This is an optimization exercise on Yosys and OpenROAD, whose aim is small area, not a production implementation.
The RTL was checked by simulation tests, not by an equivalence proof against the original design.
Power is estimated from default activity; no workload was simulated.

lane 5:
Design odrive_periph, start of the top module:
module odrive_periph (
		input  wire        clk,
		input  wire        reset_n,
		input  wire [7:0]  addr,
		input  wire        wr,
		input  wire        rd,
		input  wire [31:0] wdata,
		output reg  [31:0] rdata,
		output wire [11:0] pwm_u,
		output wire [11:0] pwm_l,
		output wire [3:0]  pwm_irq,
		input  wire [1:0]  enc_a,
		input  wire [1:0]  enc_b,
		input  wire [1:0]  enc_z,
		input  wire [1:0]  adc_cmd_ready,
		output wire [1:0]  adc_cmd_valid,
		output wire [9:0]  adc_cmd_ch,
		output wire [1:0]  adc_cmd_sop,
		output wire [1:0]  adc_cmd_eop,
		input  wire [1:0]  adc_resp_valid,
		input  wire [23:0] adc_resp_data,
		input  wire [1:0]  adc_resp_sop,
		input  wire [1:0]  adc_resp_eop,
		output wire [1:0]  adc_irq
	);
export LEC_CHECK = 0
export CAP_MARGIN = 10
export CORE_MARGIN = 2
export CORE_UTILIZATION = 80
export PLACE_DENSITY = 0.86
export SLEW_MARGIN = 10
create_clock -name core_clock -period 10.0 [get_ports {clk}]
standard.sh (not shown) runs the stock make flow with config.mk's settings and CLKGATE_MAP_FILE= SYNTH_SCRIPT=/design/flow/synth_recipe.tcl, a recipe that flattens the netlist after the stock synthesis.
==> flow/flow/run.sh <==
#!/bin/bash
# The standard layout (standard.sh) with these changes:
#  - ABC maps the logic with an area-oriented script (flow/abc.script),
#    through a copy of the ORFS scripts folder that differs only in that
#    script; the synthesis is otherwise unchanged (same registers);
#  - the clock tree uses clkbuf_8 buffers, clusters of at most 16 sinks
#    within 60 um, and no dummy loads;
#  - port buffers use the smallest buffer cell.
set -euo pipefail
rm -rf scripts_mod
cp -r "$FLOW_HOME/scripts" scripts_mod
cp flow/abc.script scripts_mod/abc_speed.script
cp flow/abc.script scripts_mod/abc_area.script
export SCRIPTS_DIR="$PWD/scripts_mod"
export CTS_ARGS="-sink_clustering_enable -repair_clock_nets -dont_use_dummy_load -buf_list {sky130_fd_sc_hd__clkbuf_8} -sink_clustering_size 16 -sink_clustering_max_diameter 60"
export BUFFER_PORTS_ARGS="-buffer_cell sky130_fd_sc_hd__buf_1"
bash standard.sh > standard.log 2>&1
==> flow/flow/abc.script <==
&get -n
&st
&dch -f
&nf -a -R 1000
&put
strash
dch -f
map -a
topo
strash
&get -n
&st
&dch -f
&nf -a -R 1000
&put
strash
dch -f
map -a
topo
strash
&get -n
&st
&dch -f
&nf -a -R 1000
&put
strash
dch -f
map -a
topo
strash
&get -n
&st
&dch -f
&nf -a -R 1000
&put
Here is what was changed in the inputs of lane 1 compared with lane 5.
--- a/flow/design.v
+++ b/flow/design.v
@@ -1,42 +1,45 @@
 `timescale 1 ps / 1 ps
 module Servo  (
 		input  wire        clk,
 		input  wire        reset_n,
 		input  wire [3:0]  MMS_addr,
 		input  wire        MMS_write,
 		input  wire [31:0] MMS_writedata,
 		output reg  [0:2]  Udrive,
 		output reg  [0:2]  Ldrive,
-		output reg         irqout
+		output reg         irqout,
+		output wire [15:0] maxset,
+		input  wire        wd_eq_max
 	);
 	wire [15:0] wd = MMS_writedata[15:0];
 	reg [15:0] stg_h0, stg_h1, stg_h2, stg_l0, stg_l1, stg_l2;
 	reg [15:0] act_h0, act_h1, act_h2, act_l0, act_l1, act_l2;
 	reg [2:0]  sv_h, sv_l;    
 	reg [2:0]  av_h, av_l;    
 	reg [15:0] maxctrvaltoset;
 	reg updateon0, updateonmax, trigon0, trigonmax;
 	reg update, updateAck, CPUDone, En;
 	reg [15:0] ctr;
 	reg countup;
 	reg chg;      
 	reg atmax;    
 	wire wr_h0 = MMS_write & (MMS_addr == 4'h1);
 	wire wr_h1 = MMS_write & (MMS_addr == 4'h3);
 	wire wr_h2 = MMS_write & (MMS_addr == 4'h5);
 	wire wr_l0 = MMS_write & (MMS_addr == 4'h0);
 	wire wr_l1 = MMS_write & (MMS_addr == 4'h2);
 	wire wr_l2 = MMS_write & (MMS_addr == 4'h4);
 	wire wr_max = MMS_write & (MMS_addr == 4'h8);
+	assign maxset = maxctrvaltoset;
 	always @(posedge clk) begin
 		if (wr_h0) stg_h0 <= wd;
 		if (wr_h1) stg_h1 <= wd;
 		if (wr_h2) stg_h2 <= wd;
 		if (wr_l0) stg_l0 <= wd;
 		if (wr_l1) stg_l1 <= wd;
 		if (wr_l2) stg_l2 <= wd;
 	end
 	always @(posedge clk or negedge reset_n) begin : proc_MMSinterface
 		if(~reset_n) begin
 			sv_h <= 3'b000;
 			sv_l <= 3'b000;
@@ -54,25 +57,25 @@
 				update <= 1'b0;
 				CPUDone <= 1'b1;
 			end else begin
 				if(irqout) begin
 					if(!CPUDone) begin
 						En <= 1'b0;
 					end
 					CPUDone <= 1'b0;
 				end
 			end
 			sv_h <= sv_h | {wr_h2, wr_h1, wr_h0};
 			sv_l <= sv_l | {wr_l2, wr_l1, wr_l0};
-			chg <= wr_max & (wd != maxctrvaltoset);
+			chg <= wr_max & ~wd_eq_max;
 			if (wr_max) maxctrvaltoset <= wd;
 			if(MMS_write) begin
 				case (MMS_addr)
 					4'h9: En <= MMS_writedata[0];
 					4'hA: updateon0 <= MMS_writedata[0];
 					4'hB: updateonmax <= MMS_writedata[0];
 					4'hC: trigon0 <= MMS_writedata[0];
 					4'hD: trigonmax <= MMS_writedata[0];
 					4'hF: update <= MMS_writedata[0];
 					default : ;
 				endcase
 			end
@@ -372,38 +375,43 @@
 		input  wire [1:0]  adc_resp_eop,
 		output wire [1:0]  adc_irq
 	);
 	wire sel_adc1 = addr[7:5] == 3'b000;
 	wire sel_adc0 = addr[7:5] == 3'b001;
 	wire [3:0] sel_pwm;
 	assign sel_pwm[0] = addr[7:4] == 4'h7;
 	assign sel_pwm[1] = addr[7:4] == 4'h6;
 	assign sel_pwm[2] = addr[7:4] == 4'h5;
 	assign sel_pwm[3] = addr[7:4] == 4'h4;
 	wire sel_qei1 = addr[7:2] == 6'b100010;
 	wire sel_qei0 = addr[7:2] == 6'b100011;
+	wire [15:0] pwm_max [0:3];
+	wire [15:0] max_sel = pwm_max[~addr[5:4]];
+	wire wd_eq_max = (wdata[15:0] == max_sel);
 	genvar k;
 	generate
 		for (k = 0; k < 4; k = k + 1) begin : g_pwm
 			wire [0:2] u;
 			wire [0:2] l;
 			Servo u_pwm (
 				.clk           (clk),
 				.reset_n       (reset_n),
 				.MMS_addr      (addr[3:0]),
 				.MMS_write     (wr & sel_pwm[k]),
 				.MMS_writedata (wdata),
 				.Udrive        (u),
 				.Ldrive        (l),
-				.irqout        (pwm_irq[k])
+				.irqout        (pwm_irq[k]),
+				.maxset        (pwm_max[k]),
+				.wd_eq_max     (wd_eq_max)
 			);
 			assign pwm_u[3*k+0] = u[0];
 			assign pwm_u[3*k+1] = u[1];
 			assign pwm_u[3*k+2] = u[2];
 			assign pwm_l[3*k+0] = l[0];
 			assign pwm_l[3*k+1] = l[1];
 			assign pwm_l[3*k+2] = l[2];
 		end
 	endgenerate
 	wire [31:0] qei_rd [0:1];
 	wire [1:0] sel_qei = {sel_qei1, sel_qei0};
 	generate
--- outcome ---
On worst slack after detailed placement, the lower figure sits with lane 1, not lane 5. Looking at launching instance or port of the critical path, the addr[0] result is from lane 5; the addr[2] one comes from lane 1. On lane 1: critical path depth is 1 lower than what lane 5 gave. For lane 5, the highest-delay cell along the critical path was sky130_fd_sc_hd__and2_1, unlike lane 1, where it was sky130_fd_sc_hd__nor2_2. When lane 1 is set beside lane 5, its post-synthesis compound-gate area fraction turns out to be 0.47 points smaller. Of lane 5 and lane 1, the lower measured slew at the worst slew-check pin belongs to lane 1. Lane 5 and lane 1 ended up with nearly the same sequential share of layout area. In lane 1 the routed wire length turned out 0.34% higher than in lane 5. Compared lane 5 against lane 1; leakage power within noise.

## static timing again, ports no longer ideal
No port has a modelled driver above. Below, the same layouts with a new extraction and two added sets of constraints. Step 1 assumes that a clkbuf_16 drives the clock port and a buf_2 every other input. Step 2 times the ports against the registers' clock, not the clock port: input delays grow and output delays shrink by t, the midpoint of the rising clock arrivals with the driver on. a / b / c = ideal ports / drivers / drivers and shift; a / b = the first two.
run	shift t [ns]	setup slack, ns	latest minus earliest clock arrival (ns)
lane 5	0.804	2.359 / 2.291 / 2.291	0.065 / 0.065
lane 1	0.800	2.211 / 2.110 / 2.110	0.063 / 0.063
After both steps every run listed still meets setup and hold. The setup slack of lane 1, which loses most, moves by -0.101 ns with the drivers and by -0.101 ns with both steps.
